What follows belongs to an exercise in optimizing a design on an open flow for small area, a short achievable clock period and few clock cycles; a production flow would make more cautious choices.
Only simulation tests tie the RTL to the original design; equivalence was not proved.

job 2447:
// TotalALU
module TotalALU( clk, dataA, dataB, Signal, control, Output, Busy, reset );
input reset ;
input clk ;
input [2:0] control ;
input [31:0] dataA ;
input [31:0] dataB ;
input [5:0] Signal ;
output [31:0] Output ;
output Busy ;
wire sub = Signal[1];
wire [31:0] bx = dataB ^ {32{sub}};
wire [31:0] sum;
wire cout;
wire [31:0] a_g = dataA & bx;
wire [31:0] a_p = dataA ^ bx;
wire a_g0c = a_g[0] | (a_p[0] & sub);
wire a_G1 = a_g[1] | (a_p[1] & a_g0c);
wire a_G2 = a_g[2] | (a_p[2] & a_g[1]);
wire a_P2 = a_p[2] & a_p[1];
wire a_G3 = a_g[3] | (a_p[3] & a_g[2]);
wire a_P3 = a_p[3] & a_p[2];
wire a_G4 = a_g[4] | (a_p[4] & a_g[3]);
wire a_P4 = a_p[4] & a_p[3];
wire a_G5 = a_g[5] | (a_p[5] & a_g[4]);
wire a_P5 = a_p[5] & a_p[4];
wire a_G6 = a_g[6] | (a_p[6] & a_g[5]);
wire a_P6 = a_p[6] & a_p[5];
wire a_G7 = a_g[7] | (a_p[7] & a_g[6]);
wire a_P7 = a_p[7] & a_p[6];
wire a_G8 = a_g[8] | (a_p[8] & a_g[7]);
wire a_P8 = a_p[8] & a_p[7];
wire a_G9 = a_g[9] | (a_p[9] & a_g[8]);
wire a_P9 = a_p[9] & a_p[8];
  ...
Settings: LEC_CHECK=0, CAP_MARGIN=20, CORE_MARGIN=2, CORE_UTILIZATION=40, SLEW_MARGIN=20, SYNTH_HIERARCHICAL=1, SYNTH_MINIMUM_KEEP_SIZE=0; clock period 24.0 ns.
standard.sh (not shown) runs the stock make flow with config.mk's settings and CLKGATE_MAP_FILE= SYNTH_SCRIPT=/design/flow/synth_recipe.tcl, a recipe that flattens the netlist after the stock synthesis.
==> flow/flow/run.sh <==
#!/bin/bash
# Layout: the standard flow (standard.sh: standard synthesis, floorplan,
# placement, CTS, routing), with two changes:
#  - the port buffers are buf_1 cells (repair_timing upsizes the critical ones) rather than the delay cells buffer_ports
#    picks by default (every input and output port still gets a buffer);
#  - repair_timing aims for SETUP_SLACK_MARGIN ns more setup slack than the
#    clock needs, so it shortens the port-to-port paths that set the period.
# The clock, its period and the I/O constraints are the standard flow's, unchanged.
set -euo pipefail
MARGIN=${MARGIN:-11}
bash standard.sh "SETUP_SLACK_MARGIN=$MARGIN" \
  "BUFFER_PORTS_ARGS=-buffer_cell sky130_fd_sc_hd__buf_1" REMOVE_ABC_BUFFERS=1 finish > standard_flow.log 2>&1
Job 2447 finished every step from synthesis to the final layout, and the layout passed the timing, design-rule and antenna checks.
Testbench counts of job 2447, summed over its fixed seeds: cycles 4,330.
Relative to job 2447, the following input files were edited for job 9231:
==> flow/flow/run.sh <==
#!/bin/bash
# Layout: the standard flow (standard.sh: standard synthesis, floorplan,
# placement, CTS, routing), with two changes:
#  - the port buffers are buf_4 cells rather than the delay cells buffer_ports
#    picks by default (every input and output port still gets a buffer);
#  - repair_timing aims for SETUP_SLACK_MARGIN ns more setup slack than the
#    clock needs, so it shortens the port-to-port paths that set the period.
# The clock, its period and the I/O constraints are the standard flow's, unchanged.
set -euo pipefail
MARGIN=${MARGIN:-11}
bash standard.sh "SETUP_SLACK_MARGIN=$MARGIN" \
  "BUFFER_PORTS_ARGS=-buffer_cell sky130_fd_sc_hd__buf_4" finish > standard_flow.log 2>&1
[summary]
From job 2447 to job 9231 the numbers moved as follows: final cell area excluding filler cells climbed about 1.7%, max-capacitance violation count saw little to no change, via count down 122, number of global-route vias before repair did not really move, register fraction of the total cell area fell by 0.20 points. Global routing usage on met3 in job 9231 vs job 2447: down 0.39 points. When job 9231 is set beside job 2447, its worst slew margin relative to its limit turns out to be 1.1 points larger. Between job 2447 and job 9231, the final-layout worst hold slack figures differ only marginally. Total area of multi-input combinational cells essentially unchanged between job 2447 and job 9231.
The inputs of job 6010 differ from those of job 9231 as listed below.
--- a/flow/flow/run.sh
+++ b/flow/flow/run.sh
@@ -8,5 +8,5 @@
 # The clock, its period and the I/O constraints are the standard flow's, unchanged.
 set -euo pipefail
-MARGIN=${MARGIN:-11}
+MARGIN=${MARGIN:-12.5}
 bash standard.sh "SETUP_SLACK_MARGIN=$MARGIN" \
   "BUFFER_PORTS_ARGS=-buffer_cell sky130_fd_sc_hd__buf_4" finish > standard_flow.log 2>&1
==> comparison <==
The higher cell count of job 9231 and job 6010 is in job 6010. Going from job 9231 to job 6010, clock-pin slew on the worst setup and hold paths rose 0.02 ns; hold slack lower; period utilization shrank by 1.9 points; worst setup slack saw an increase. Of job 9231 and job 6010, the lower global-route usage belongs to job 9231. Looking at total setup buffers inserted after CTS across job 9231 and job 6010, the one that comes out higher is job 6010.
Input changes introduced in job 9580 (baseline for comparison: job 6010):
==> flow/flow/run.sh <==
#!/bin/bash
# Layout: the standard flow (standard.sh: standard synthesis, floorplan,
# placement, CTS, routing), with two changes:
#  - the port buffers are buf_1 cells (repair_timing upsizes the critical ones) rather than the delay cells buffer_ports
#    picks by default (every input and output port still gets a buffer);
#  - repair_timing aims for SETUP_SLACK_MARGIN ns more setup slack than the
#    clock needs, so it shortens the port-to-port paths that set the period.
# The clock, its period and the I/O constraints are the standard flow's, unchanged.
set -euo pipefail
MARGIN=${MARGIN:-11}
bash standard.sh "SETUP_SLACK_MARGIN=$MARGIN" \
  "BUFFER_PORTS_ARGS=-buffer_cell sky130_fd_sc_hd__buf_1" finish > standard_flow.log 2>&1
--- outcome ---
- The lower non-clock buffer count came out of job 9580.
- Compared with job 6010, job 9580 shows a lower setup slack.
- There was hardly any difference in worst hold slack after final layout between job 9580 and job 6010.
- Sort job 6010 and job 9580 by clock slew at the register clock pins of the worst setup and hold paths, descending, and job 6010 comes first.
- Job 6010 vs job 9580, top layer used by detailed routing: met5 vs met4
- Job 6010 → job 9580: layout net count went down by about 1.9%, clock insertion delay at the later pin of the skew report was more or less identical, share of cell area taken by flip-flops and latches went up by 1.1 points.

TotalALU, a different RTL version from the one above (not shown whole).
Size in the first run: about 99 flip-flops, roughly 15,000 um^2 of cells after synthesis.
export LEC_CHECK = 0
export CAP_MARGIN = 20
export CORE_MARGIN = 2
export CORE_UTILIZATION = 40
export SLEW_MARGIN = 20
export SYNTH_HIERARCHICAL = 1
export SYNTH_MINIMUM_KEEP_SIZE = 0
create_clock -name core_clock -period 24.0 [get_ports {clk}]
==> flow/flow/run.sh <==
#!/bin/bash
# Layout: the standard flow (standard.sh: standard synthesis, floorplan,
# placement, CTS, routing), with two changes:
#  - the port buffers are buf_1 cells (repair_timing upsizes the critical ones) rather than the delay cells buffer_ports
#    picks by default (every input and output port still gets a buffer);
#  - repair_timing aims for SETUP_SLACK_MARGIN ns more setup slack than the
#    clock needs, so it shortens the port-to-port paths that set the period.
# The clock, its period and the I/O constraints are the standard flow's, unchanged.
set -euo pipefail
MARGIN=${MARGIN:-11.25}
bash standard.sh "SETUP_SLACK_MARGIN=$MARGIN" \
  "BUFFER_PORTS_ARGS=-buffer_cell sky130_fd_sc_hd__buf_1" REMOVE_ABC_BUFFERS=1 finish > standard_flow.log 2>&1
Testbench counts at the start, summed over its fixed seeds: cycles 4,330.
Then changed:
--- a/flow/flow/run.sh
+++ b/flow/flow/run.sh
@@ -8,5 +8,5 @@
 # The clock, its period and the I/O constraints are the standard flow's, unchanged.
 set -euo pipefail
-MARGIN=${MARGIN:-11.25}
+MARGIN=${MARGIN:-11}
 bash standard.sh "SETUP_SLACK_MARGIN=$MARGIN" \
   "BUFFER_PORTS_ARGS=-buffer_cell sky130_fd_sc_hd__buf_1" REMOVE_ABC_BUFFERS=1 finish > standard_flow.log 2>&1
Result: The changed run went through all stages and came out clean. Count of clock-buffer cells in the layout stays the same. Routed wire length went down by 2.4%. Final area went down by about 3%. Synthesized area stays the same. Global-route usage went down by 0.27 points.
Then changed:
--- a/flow/flow/run.sh
+++ b/flow/flow/run.sh
@@ -8,5 +8,5 @@
 # The clock, its period and the I/O constraints are the standard flow's, unchanged.
 set -euo pipefail
-MARGIN=${MARGIN:-11}
+MARGIN=${MARGIN:-10.75}
 bash standard.sh "SETUP_SLACK_MARGIN=$MARGIN" \
   "BUFFER_PORTS_ARGS=-buffer_cell sky130_fd_sc_hd__buf_1" REMOVE_ABC_BUFFERS=1 finish > standard_flow.log 2>&1
Global-route usage falls by 0.16 points.
Count of clock-buffer cells in the layout is unchanged.
Sequential share of layout area rises by 0.11 points.
Critical path depth falls by 2.
Cell area falls by 0.87%.
Via count barely changes.
Setup slack gets worse by 0.16 ns.
Routed wire length stays flat.

Setup of v6:
Another version of the RTL of TotalALU (not shown whole).
Size in the first run: about 110 I/O pins.
make LEC_CHECK=0 CAP_MARGIN=20 CORE_MARGIN=2 CORE_UTILIZATION=40 SLEW_MARGIN=20 finish   # period 24.0 ns
run.sh (not shown) runs the stock make flow with config.mk's settings and CLKGATE_MAP_FILE= SYNTH_SCRIPT=/design/flow/synth_recipe.tcl, a recipe that flattens the netlist after the stock synthesis.
Stock flow here: none of the scripts above is used.
Testbench counts of v6, summed over its fixed seeds: cycles 4,330.
Edits applied to the flow inputs when going from v6 to v7:
==> flow/flow/run.sh (new file) <==
#!/bin/bash
# Layout: the standard flow (standard.sh: standard synthesis, floorplan,
# placement, CTS, routing), with two changes:
#  - the port buffers are buf_4 cells rather than the delay cells buffer_ports
#    picks by default (every input and output port still gets a buffer);
#  - repair_timing aims for SETUP_SLACK_MARGIN ns more setup slack than the
#    clock needs, so it shortens the port-to-port paths that set the period.
# The clock, its period and the I/O constraints are the standard flow's, unchanged.
set -euo pipefail
MARGIN=${MARGIN:-11}
bash standard.sh "SETUP_SLACK_MARGIN=$MARGIN" \
  "BUFFER_PORTS_ARGS=-buffer_cell sky130_fd_sc_hd__buf_4" finish > standard_flow.log 2>&1
==> flow/standard.sh (new file) <==
#!/bin/bash
# synth_recipe.tcl (not shown) runs the flow's synth.tcl, then flattens the netlist and writes it again
# the make line also repeats each setting of config.mk as NAME=value (left out here)
make -C /OpenROAD-flow-scripts/flow DESIGN_CONFIG=/design/flow/config.mk WORK_HOME=/design/flow/orfs CLKGATE_MAP_FILE= SYNTH_SCRIPT=/design/flow/synth_recipe.tcl "${@:-finish}"
removed: flow/run.sh
Results
- Diff v6 -> v7: clock buffer instance count of the final layout now sits higher, share of final-layout standard cells stronger than drive strength 1 has increased.
- Comparing v6 and v7, the lower proportion of cell area occupied by multi-input gates was measured on v6.
- Routed wirelength normalized by instance count (v7 over v6): decrease, about 2%
- Total number of clock tree sinks: v6 vs v7 identical
- v6 and v7 ended up with nearly the same fill cell instance count of the final layout.
- Cmp v6 and v7 / first-pass GRT wire length / higher: v6
- Lower routing usage on met3 was reported by v7, not v6.
- Critical path buffer and inverter count: v6 and v7 compared, higher one is v6
- Post-layout instance area was lower in v7 than in v6.

TotalALU, a different RTL version from the one above (not shown whole).
For scale: ~1800 cells after synthesis, about 110 I/O pins, about 0.015 mm^2 of cells after synthesis.
## TotalALU
module TotalALU( clk, dataA, dataB, Signal, control, Output, Busy, reset );
clock: 24.0 ns
lec_check: 0
cap_margin: 20
core_margin: 2
core_utilization: 60
slew_margin: 20
synth_hierarchical: 1
synth_minimum_keep_size: 0
standard.sh (not shown) runs the stock make flow with config.mk's settings and CLKGATE_MAP_FILE= SYNTH_SCRIPT=/design/flow/synth_recipe.tcl, a recipe that flattens the netlist after the stock synthesis.
==> flow/flow/run.sh <==
#!/bin/bash
# Layout: the standard flow (standard.sh: standard synthesis, floorplan,
# placement, CTS, routing), with two changes:
#  - the port buffers are buf_1 cells (repair_timing upsizes the critical ones) rather than the delay cells buffer_ports
#    picks by default (every input and output port still gets a buffer);
#  - repair_timing aims for SETUP_SLACK_MARGIN ns more setup slack than the
#    clock needs, so it shortens the port-to-port paths that set the period.
# The clock, its period and the I/O constraints are the standard flow's, unchanged.
set -euo pipefail
MARGIN=${MARGIN:-11}
bash standard.sh "SETUP_SLACK_MARGIN=$MARGIN" \
  "BUFFER_PORTS_ARGS=-buffer_cell sky130_fd_sc_hd__buf_1" REMOVE_ABC_BUFFERS=1 finish > standard_flow.log 2>&1
The first run completed with no timing, DRC or antenna violations.
Testbench counts at the start, summed over its fixed seeds: cycles 4,330.
Then changed:
--- a/flow/flow/run.sh
+++ b/flow/flow/run.sh
@@ -9,3 +9,3 @@
 set -euo pipefail
-MARGIN=${MARGIN:-11}
+MARGIN=${MARGIN:-11.5}
 bash standard.sh "SETUP_SLACK_MARGIN=$MARGIN" \
Settings changed: CORE_UTILIZATION 60 to 40.
The changed run ran to the end with no violations.
Cell count goes up by 9.7%.
Fmax goes up by 2.9%.
Then changed:
--- a/flow/flow/run.sh
+++ b/flow/flow/run.sh
@@ -9,3 +9,3 @@
 set -euo pipefail
-MARGIN=${MARGIN:-11.5}
+MARGIN=${MARGIN:-11}
 bash standard.sh "SETUP_SLACK_MARGIN=$MARGIN" \
Cell area goes down by a few percent; fmax goes down by a few percent; global-route usage goes down by 0.61 points.

port drivers added, routing unchanged:
How much do the figures lean on ideal ports? The routed layouts below were timed once more, with nothing changed but the port constraints. Step 1, drivers: a clkbuf_16 drives clk and a buf_2 each remaining input, both assumed. Step 2 also shifts input and output timing later by t, the mid clock arrival at the registers, as if the neighbouring blocks saw the same clock. a / b / c = ideal ports / drivers / drivers and shift; a / b = the first two.
run	t, ns	slack for setup (ns)	worst setup path at the end	slew at the worst register clock pin (ns)
job 2447	0.409	11.165 / 11.141 / 11.141	input to output	0.07 / 0.07
job 9231	0.403	11.246 / 11.194 / 11.194	input to output	0.07 / 0.07
job 6010	0.401	11.712 / 11.421 / 11.421	input to output	0.08 / 0.08
job 9580	0.405	11.181 / 11.145 / 11.145	input to output	0.07 / 0.07
the first run of note 2	0.427	11.275 / 11.227 / 11.227	input to output	0.09 / 0.09
the second run of note 2	0.426	11.094 / 11.067 / 11.067	input to output	0.09 / 0.09
the third run of note 2	0.427	10.934 / 10.909 / 10.909	input to output	0.09 / 0.09
v6	0.412	9.746 / 9.718 / 9.718	input to output	0.08 / 0.08
v7	0.414	11.161 / 11.129 / 11.129	input to output	0.08 / 0.08
the first run of note 4	0.411	11.083 / 10.882 / 10.882	input to output	0.08 / 0.08
the second run of note 4	0.412	11.448 / 11.246 / 11.246	input to output	0.09 / 0.09
the third run of note 4	0.412	11.095 / 10.903 / 10.903	input to output	0.09 / 0.09
After both steps every run listed still meets setup and hold. For job 6010, which loses most, drivers alone change the setup slack by -0.291 ns; drivers and shift together by -0.291 ns.
